What follows belongs to an exercise in optimizing a design on an open flow for small area; a production flow would make more cautious choices. Where RTL was checked, it was by simulation tests only, not by an equivalence proof against the original. Power and IR drop assume default switching activity.

==> flow/design.v <==
module System_top #(
    parameter  DATA_WIDTH='d8 ,
                DATA_DEPTH='d16,
                PRESCALE_WIDTH='d5,
                NUM_STAGES='d2,
                RATIO_WD='d4
) (
    input wire REF_CLK,
    input wire RST,
    input wire RX_IN,
    output wire TX_OUT
);
localparam [3:0] S_IDLE = 4'd4,    
                 S_WA   = 4'd7,    
                 S_WD   = 4'd3,    
                 S_WR   = 4'd15,    
                 S_RA   = 4'd10,    
                 S_RD   = 4'd6,    
                 S_CA   = 4'd12,    
                 S_CAW  = 4'd11,    
                 S_CB   = 4'd8,    
                 S_CBW  = 4'd9,    
                 S_DF   = 4'd2,   
                 S_AL   = 4'd14,   
                 S_AIM  = 4'd13,   
                 S_AID  = 4'd5,   
                 S_AS   = 4'd0,   
                 S_TX   = 4'd1;   
reg  [3:0]  state;
reg  [3:0]  slot_cnt;    
reg         clr;         
reg         rx_act;      
reg  [3:0]  cyc;         
reg  [3:0]  bitn;        
reg  [15:0] P;
reg         cy;          
reg         sg;          
reg         hb;          
reg         second;      
reg         pe, pt;      
reg  [3:0]  r3;          
reg  [15:0] ring0, ring1, ring2, ring3, ring4, ring5, ring6, ring7;
wire [7:0]  T = {ring7[0], ring6[0], ring5[0], ring4[0],
                 ring3[0], ring2[0], ring1[0], ring0[0]};
wire        is2 = (slot_cnt == 4'd2);
wire        is3 = (slot_cnt == 4'd3);
wire [7:0]  rv  = {3'b000, is2, is2 | is3, is2, 1'b0, is2};
wire [3:0]  waddr = (state == S_CAW) ? 4'd0 : ((state == S_CBW) ? 4'd1 : P[3:0]);
wire        wr    = ((state == S_WR) | (state == S_CAW) | (state == S_CBW)) & (slot_cnt == waddr);
wire [7:0]  rin   = clr ? rv : (wr ? P[15:8] : T);
always @(posedge REF_CLK) begin
    ring0 <= {rin[0], ring0[15:1]};
    ring1 <= {rin[1], ring1[15:1]};
    ring2 <= {rin[2], ring2[15:1]};
    ring3 <= {rin[3], ring3[15:1]};
    ring4 <= {rin[4], ring4[15:1]};
    ring5 <= {rin[5], ring5[15:1]};
    ring6 <= {rin[6], ring6[15:1]};
    ring7 <= {rin[7], ring7[15:1]};
end
always @(posedge REF_CLK or negedge RST) begin
    if (!RST) begin
        slot_cnt <= 4'd0;
        clr      <= 1'b1;
    end else begin
        slot_cnt <= {slot_cnt[2:0],
                     slot_cnt[3] ^ slot_cnt[2] ^ (slot_cnt[2:0] == 3'b000)};
        if (slot_cnt == 4'd8)
            clr <= 1'b0;
    end
end
always @(posedge REF_CLK) begin
    if (is2) begin
        pe <= T[0];
        pt <= T[1];
    end
    if (is3)
        r3 <= T[3:0];
end
wire [3:0]  fn    = P[11:8];                    
wire        fmul  = (fn == 4'd2);
wire        fdiv  = (fn == 4'd3);
wire        aim   = (state == S_AIM);
wire        aid   = (state == S_AID);
wire        as    = (state == S_AS);
wire        f_cmp = (fn[3:2] == 2'b10);         
wire        f_sub = (fn == 4'd1) | f_cmp;       
wire        f_lg  = (fn[3:2] == 2'b01);         
wire        f_sl  = (fn[3:2] == 2'b11) &  fn[0];    
wire        f_sr  = (fn[3:2] == 2'b11) & ~fn[0];    
wire        f_ld1 = fmul | (fn[3:1] == 3'b111);     
wire        Tb    = T[cyc[2:0]];                
wire        x     = as ? P[0] : (aid ? hb : P[8]);
wire        yb    = aim ? (P[0] & Tb) :
                    aid ? (Tb ^ ~sg) :
                    ((f_sl ? x : Tb) ^ f_sub);
wire        fs    = x ^ yb ^ cy;
wire        fc    = (x & yb) | (x & cy) | (yb & cy);
wire        lgb   = fn[1] ^ (fn[0] ? (x | Tb) : (x & Tb));
wire        ins   = (aim | aid) ? fs :
                    f_lg ? lgb :
                    (f_sr | (fn == 4'd8)) ? 1'b0 : fs;
wire        ser   = ~cyc[3] & (aim ? (slot_cnt == 4'd0) : (slot_cnt == 4'd1));
wire        post  = (aim | aid) & cyc[3];       
wire        as_st = as & ser;                   
wire        as_end = as_st & (f_sr | (cyc[2:0] == 3'b111));
wire        hi_st = (aim | aid) & ser;          
wire        m_post = aim & post;                
wire        d_post = aid & post;                
wire        s8     = hb ^ ~sg ^ cy;             
wire        last   = (bitn == 4'd7);
wire        nz    = sg | ins;                   
wire        gt    = fc & nz;                    
wire [7:0]  hiv   = (fn == 4'd1) ? {8{~fc}} : {7'b0, (fn == 4'd0) & fc};
wire        rx_en   = (state == S_IDLE) | (state == S_WA) | (state == S_WD) | (state == S_WR) |
                      (state == S_RA) | (state == S_CA) | (state == S_CAW) | (state == S_CB) |
                      (state == S_CBW) | (state == S_DF);
wire        tx      = (state == S_TX);
wire        bend    = (cyc[3:1] == 3'b111);     
wire        rx_smp  = rx_act & (cyc == 4'd11);  
wire        rx_dat  = rx_smp & (bitn != 4'd0) & ~bitn[3] | rx_smp & (bitn == 4'd8);
wire        rx_end  = rx_smp & ((bitn == 4'd10) | (bitn == 4'd9) & ~pe);
wire        tx_dat  = tx & bend & (bitn != 4'd0) & (bitn <= 4'd8);
wire        tx_end  = tx & bend & ((bitn == 4'd10) | (bitn == 4'd9) & ~pe);
wire [7:0]  rxb     = P[15:8];                  
wire        rd_hit  = (state == S_RD) & (slot_cnt == P[11:8]);
wire        al_hit  = (state == S_AL) & (slot_cnt == {3'b000, f_ld1});
wire        m_done  = m_post & last;
wire        d_done  = d_post & last;
wire        go_tx   = rd_hit | m_done | d_done | as_end;
assign TX_OUT = ~tx | ((bitn == 4'd0) ? 1'b0 :
                       (bitn <= 4'd8) ? P[0] :
                       ((bitn == 4'd9) & pe) ? cy : 1'b1);
always @(posedge REF_CLK or negedge RST) begin
    if (!RST) begin
        state  <= S_IDLE;
        rx_act <= 1'b0;
    end else begin
        if (!rx_act) begin
            if (rx_en & ~RX_IN)
                rx_act <= 1'b1;
        end else if (rx_end)
            rx_act <= 1'b0;
        case (state)
            S_IDLE: if (rx_end) begin
                        if (rxb == 8'hAA)      state <= S_WA;
                        else if (rxb == 8'hBB) state <= S_RA;
                        else if (rxb == 8'hCC) state <= S_CA;
                        else if (rxb == 8'hDD) state <= S_DF;
                    end
            S_WA:   if (rx_end) state <= S_WD;
            S_WD:   if (rx_end) state <= S_WR;
            S_WR:   if (wr) state <= S_IDLE;
            S_RA:   if (rx_end) state <= S_RD;
            S_CA:   if (rx_end) state <= S_CAW;
            S_CAW:  if (wr) state <= S_CB;
            S_CB:   if (rx_end) state <= S_CBW;
            S_CBW:  if (wr) state <= S_DF;
            S_DF:   if (rx_end) state <= S_AL;
            S_AL:   if (al_hit) state <= fmul ? S_AIM : (fdiv ? S_AID : S_AS);
            S_TX:   if (tx_end & ~second) state <= S_IDLE;
            default: if (go_tx) state <= S_TX;      
        endcase
    end
end
always @(posedge REF_CLK) begin
    if (go_tx | tx_end) begin
        cyc  <= ~r3;
        bitn <= 4'd0;
    end else if (rx_act | tx) begin
        if (bend) begin
            cyc  <= tx ? ~r3 : 4'd7;
            bitn <= bitn + 4'd1;
        end else
            cyc  <= cyc + 4'd1;
    end else if (al_hit) begin
        cyc  <= 4'd0;
        bitn <= 4'd0;
    end else if (aim | aid | as) begin
        if (ser)
            cyc  <= cyc + 4'd1;
        if (post) begin
            cyc  <= 4'd0;
            bitn <= bitn + 4'd1;
        end
    end else begin
        cyc  <= 4'd8;       
        bitn <= 4'd0;
    end
    if (rx_dat | tx_dat)
        P <= {RX_IN, P[15:1]};
    if (rd_hit)
        P[7:0] <= T;
    if (al_hit) begin
        P[7:0] <= T;
        if (fmul | fdiv)
            P[15:8] <= 8'h00;
    end
    if (hi_st)
        P[15:8] <= {ins, P[15:9]};
    if (m_post)
        P <= {cy, P[15:1]};
    if (d_post) begin
        P[7:0] <= {P[6:0], ~s8};
        if (last)
            P[15:8] <= 8'h00;
    end
    if (as_st) begin
        P[7:0] <= {ins, P[7:1]};
        if (as_end) begin
            P[15:8] <= hiv;
            if (f_cmp)
                P[7:0] <= {6'b0, fn[1] & gt, fn[0] & (fn[1] ? gt : ~nz)};
        end
    end
    if (tx & bend & (bitn == 4'd0))
        cy <= pt;
    else if (tx_dat)
        cy <= cy ^ P[0];
    else if (al_hit)
        cy <= f_sub | fdiv;
    else if (as_st | hi_st)
        cy <= fc;
    else if (m_post)
        cy <= 1'b0;
    else if (d_post)
        cy <= ~s8;
    if (al_hit)
        sg <= 1'b0;
    else if (as_st)
        sg <= nz;
    else if (d_post)
        sg <= s8;
    if (al_hit)
        hb <= T[7];
    else if (aid & ser)
        hb <= P[8];
    else if (d_post)
        hb <= P[6];
    if (state == S_RD)
        second <= 1'b0;
    else if (state == S_AL)
        second <= 1'b1;
    else if (tx_end)
        second <= 1'b0;
end
endmodule
==> flow/config.mk <==
export PLATFORM = sky130hd
export DESIGN_NAME = System_top
export DESIGN_NICKNAME = System_top
export VERILOG_FILES = /design/flow/design.v
export SDC_FILE = /design/flow/constraint.sdc
export NUM_CORES = 4
export LEC_CHECK = 0
export CAP_MARGIN = 20
export CORE_MARGIN = 2
export CORE_UTILIZATION = 60
export CTS_BUF_LIST = sky130_fd_sc_hd__clkbuf_8
export SLEW_MARGIN = 20
==> flow/constraint.sdc <==
create_clock -name core_clock -period 32.0 [get_ports {REF_CLK}]
set_input_delay 6.4000 -clock core_clock [delete_from_list [all_inputs] [get_ports {REF_CLK}]]
set_output_delay 6.4000 -clock core_clock [all_outputs]
set_load 0.01 [all_outputs]
standard.sh (not shown) runs the stock make flow with config.mk's settings and CLKGATE_MAP_FILE= SYNTH_SCRIPT=/design/flow/synth_recipe.tcl, a recipe that flattens the netlist after the stock synthesis.
==> flow/flow/run.sh <==
#!/bin/bash
# Standard ORFS flow with CTS told not to add dummy loads.
export CTS_ARGS="-sink_clustering_enable -repair_clock_nets -buf_list sky130_fd_sc_hd__clkbuf_8 -dont_use_dummy_load"
bash standard.sh > standard.log 2>&1
The first run ran to the end with no violations.
Then changed:
--- a/flow/design.v
+++ b/flow/design.v
@@ -9,24 +9,24 @@
     input wire RST,
     input wire RX_IN,
     output wire TX_OUT
 );
-localparam [3:0] S_IDLE = 4'd4,    
-                 S_WA   = 4'd7,    
-                 S_WD   = 4'd3,    
-                 S_WR   = 4'd15,    
-                 S_RA   = 4'd10,    
-                 S_RD   = 4'd6,    
-                 S_CA   = 4'd12,    
-                 S_CAW  = 4'd11,    
+localparam [3:0] S_IDLE = 4'd0,    
+                 S_WA   = 4'd1,    
+                 S_WD   = 4'd2,    
+                 S_WR   = 4'd3,    
+                 S_RA   = 4'd4,    
+                 S_RD   = 4'd5,    
+                 S_CA   = 4'd6,    
+                 S_CAW  = 4'd7,    
                  S_CB   = 4'd8,    
                  S_CBW  = 4'd9,    
-                 S_DF   = 4'd2,   
-                 S_AL   = 4'd14,   
-                 S_AIM  = 4'd13,   
-                 S_AID  = 4'd5,   
-                 S_AS   = 4'd0,   
-                 S_TX   = 4'd1;   
+                 S_DF   = 4'd10,   
+                 S_AL   = 4'd11,   
+                 S_AIM  = 4'd12,   
+                 S_AID  = 4'd13,   
+                 S_AS   = 4'd14,   
+                 S_TX   = 4'd15;   
 reg  [3:0]  state;
 reg  [3:0]  slot_cnt;    
 reg         clr;         
 reg         rx_act;      
@@ -62,11 +62,10 @@
     if (!RST) begin
         slot_cnt <= 4'd0;
         clr      <= 1'b1;
     end else begin
-        slot_cnt <= {slot_cnt[2:0],
-                     slot_cnt[3] ^ slot_cnt[2] ^ (slot_cnt[2:0] == 3'b000)};
-        if (slot_cnt == 4'd8)
+        slot_cnt <= slot_cnt + 4'd1;
+        if (slot_cnt == 4'd15)
             clr <= 1'b0;
     end
 end
 always @(posedge REF_CLK) begin
@@ -111,11 +110,9 @@
 wire        last   = (bitn == 4'd7);
 wire        nz    = sg | ins;                   
 wire        gt    = fc & nz;                    
 wire [7:0]  hiv   = (fn == 4'd1) ? {8{~fc}} : {7'b0, (fn == 4'd0) & fc};
-wire        rx_en   = (state == S_IDLE) | (state == S_WA) | (state == S_WD) | (state == S_WR) |
-                      (state == S_RA) | (state == S_CA) | (state == S_CAW) | (state == S_CB) |
-                      (state == S_CBW) | (state == S_DF);
+wire        rx_en   = (state <= S_DF);
 wire        tx      = (state == S_TX);
 wire        bend    = (cyc[3:1] == 3'b111);     
 wire        rx_smp  = rx_act & (cyc == 4'd11);  
 wire        rx_dat  = rx_smp & (bitn != 4'd0) & ~bitn[3] | rx_smp & (bitn == 4'd8);
=> The changed run passed the timing, DRC and antenna checks. Register-to-register slack improved by 0.03 ns. Wire length climbs by 12%. Sequential power drops by 15%. Cell count climbs by 3.4%. First-iteration DRC count climbs by 58%.
Only the layout flow was run in the second run of this note; the RTL was not checked for function there.

[separate check: timing with driven ports]
The flow's constraints put no driver on any port. The routed layouts listed below were extracted and timed again, unchanged, in two steps. Step 1, drivers: a clkbuf_16 drives REF_CLK and a buf_2 each remaining input, both assumed. Step 2, shift: input delay + t, output delay - t, t = (earliest + latest rising clock arrival at the registers) / 2. This alone moves slack from input paths to output paths. Slacks: ideal / step 1 / step 2; pairs: ideal / step 1.
run | shift t [ns] | slack for setup (ns) | worst hold slack (ns) | worst setup path after step 2
the first run | 0.452 | 22.962 / 22.930 / 23.382 | 0.306 / 0.306 / 0.306 | register to output
the second run | 0.478 | 23.330 / 23.293 / 23.771 | 0.309 / 0.309 / 0.309 | register to output
After both steps every run listed still meets setup and hold.
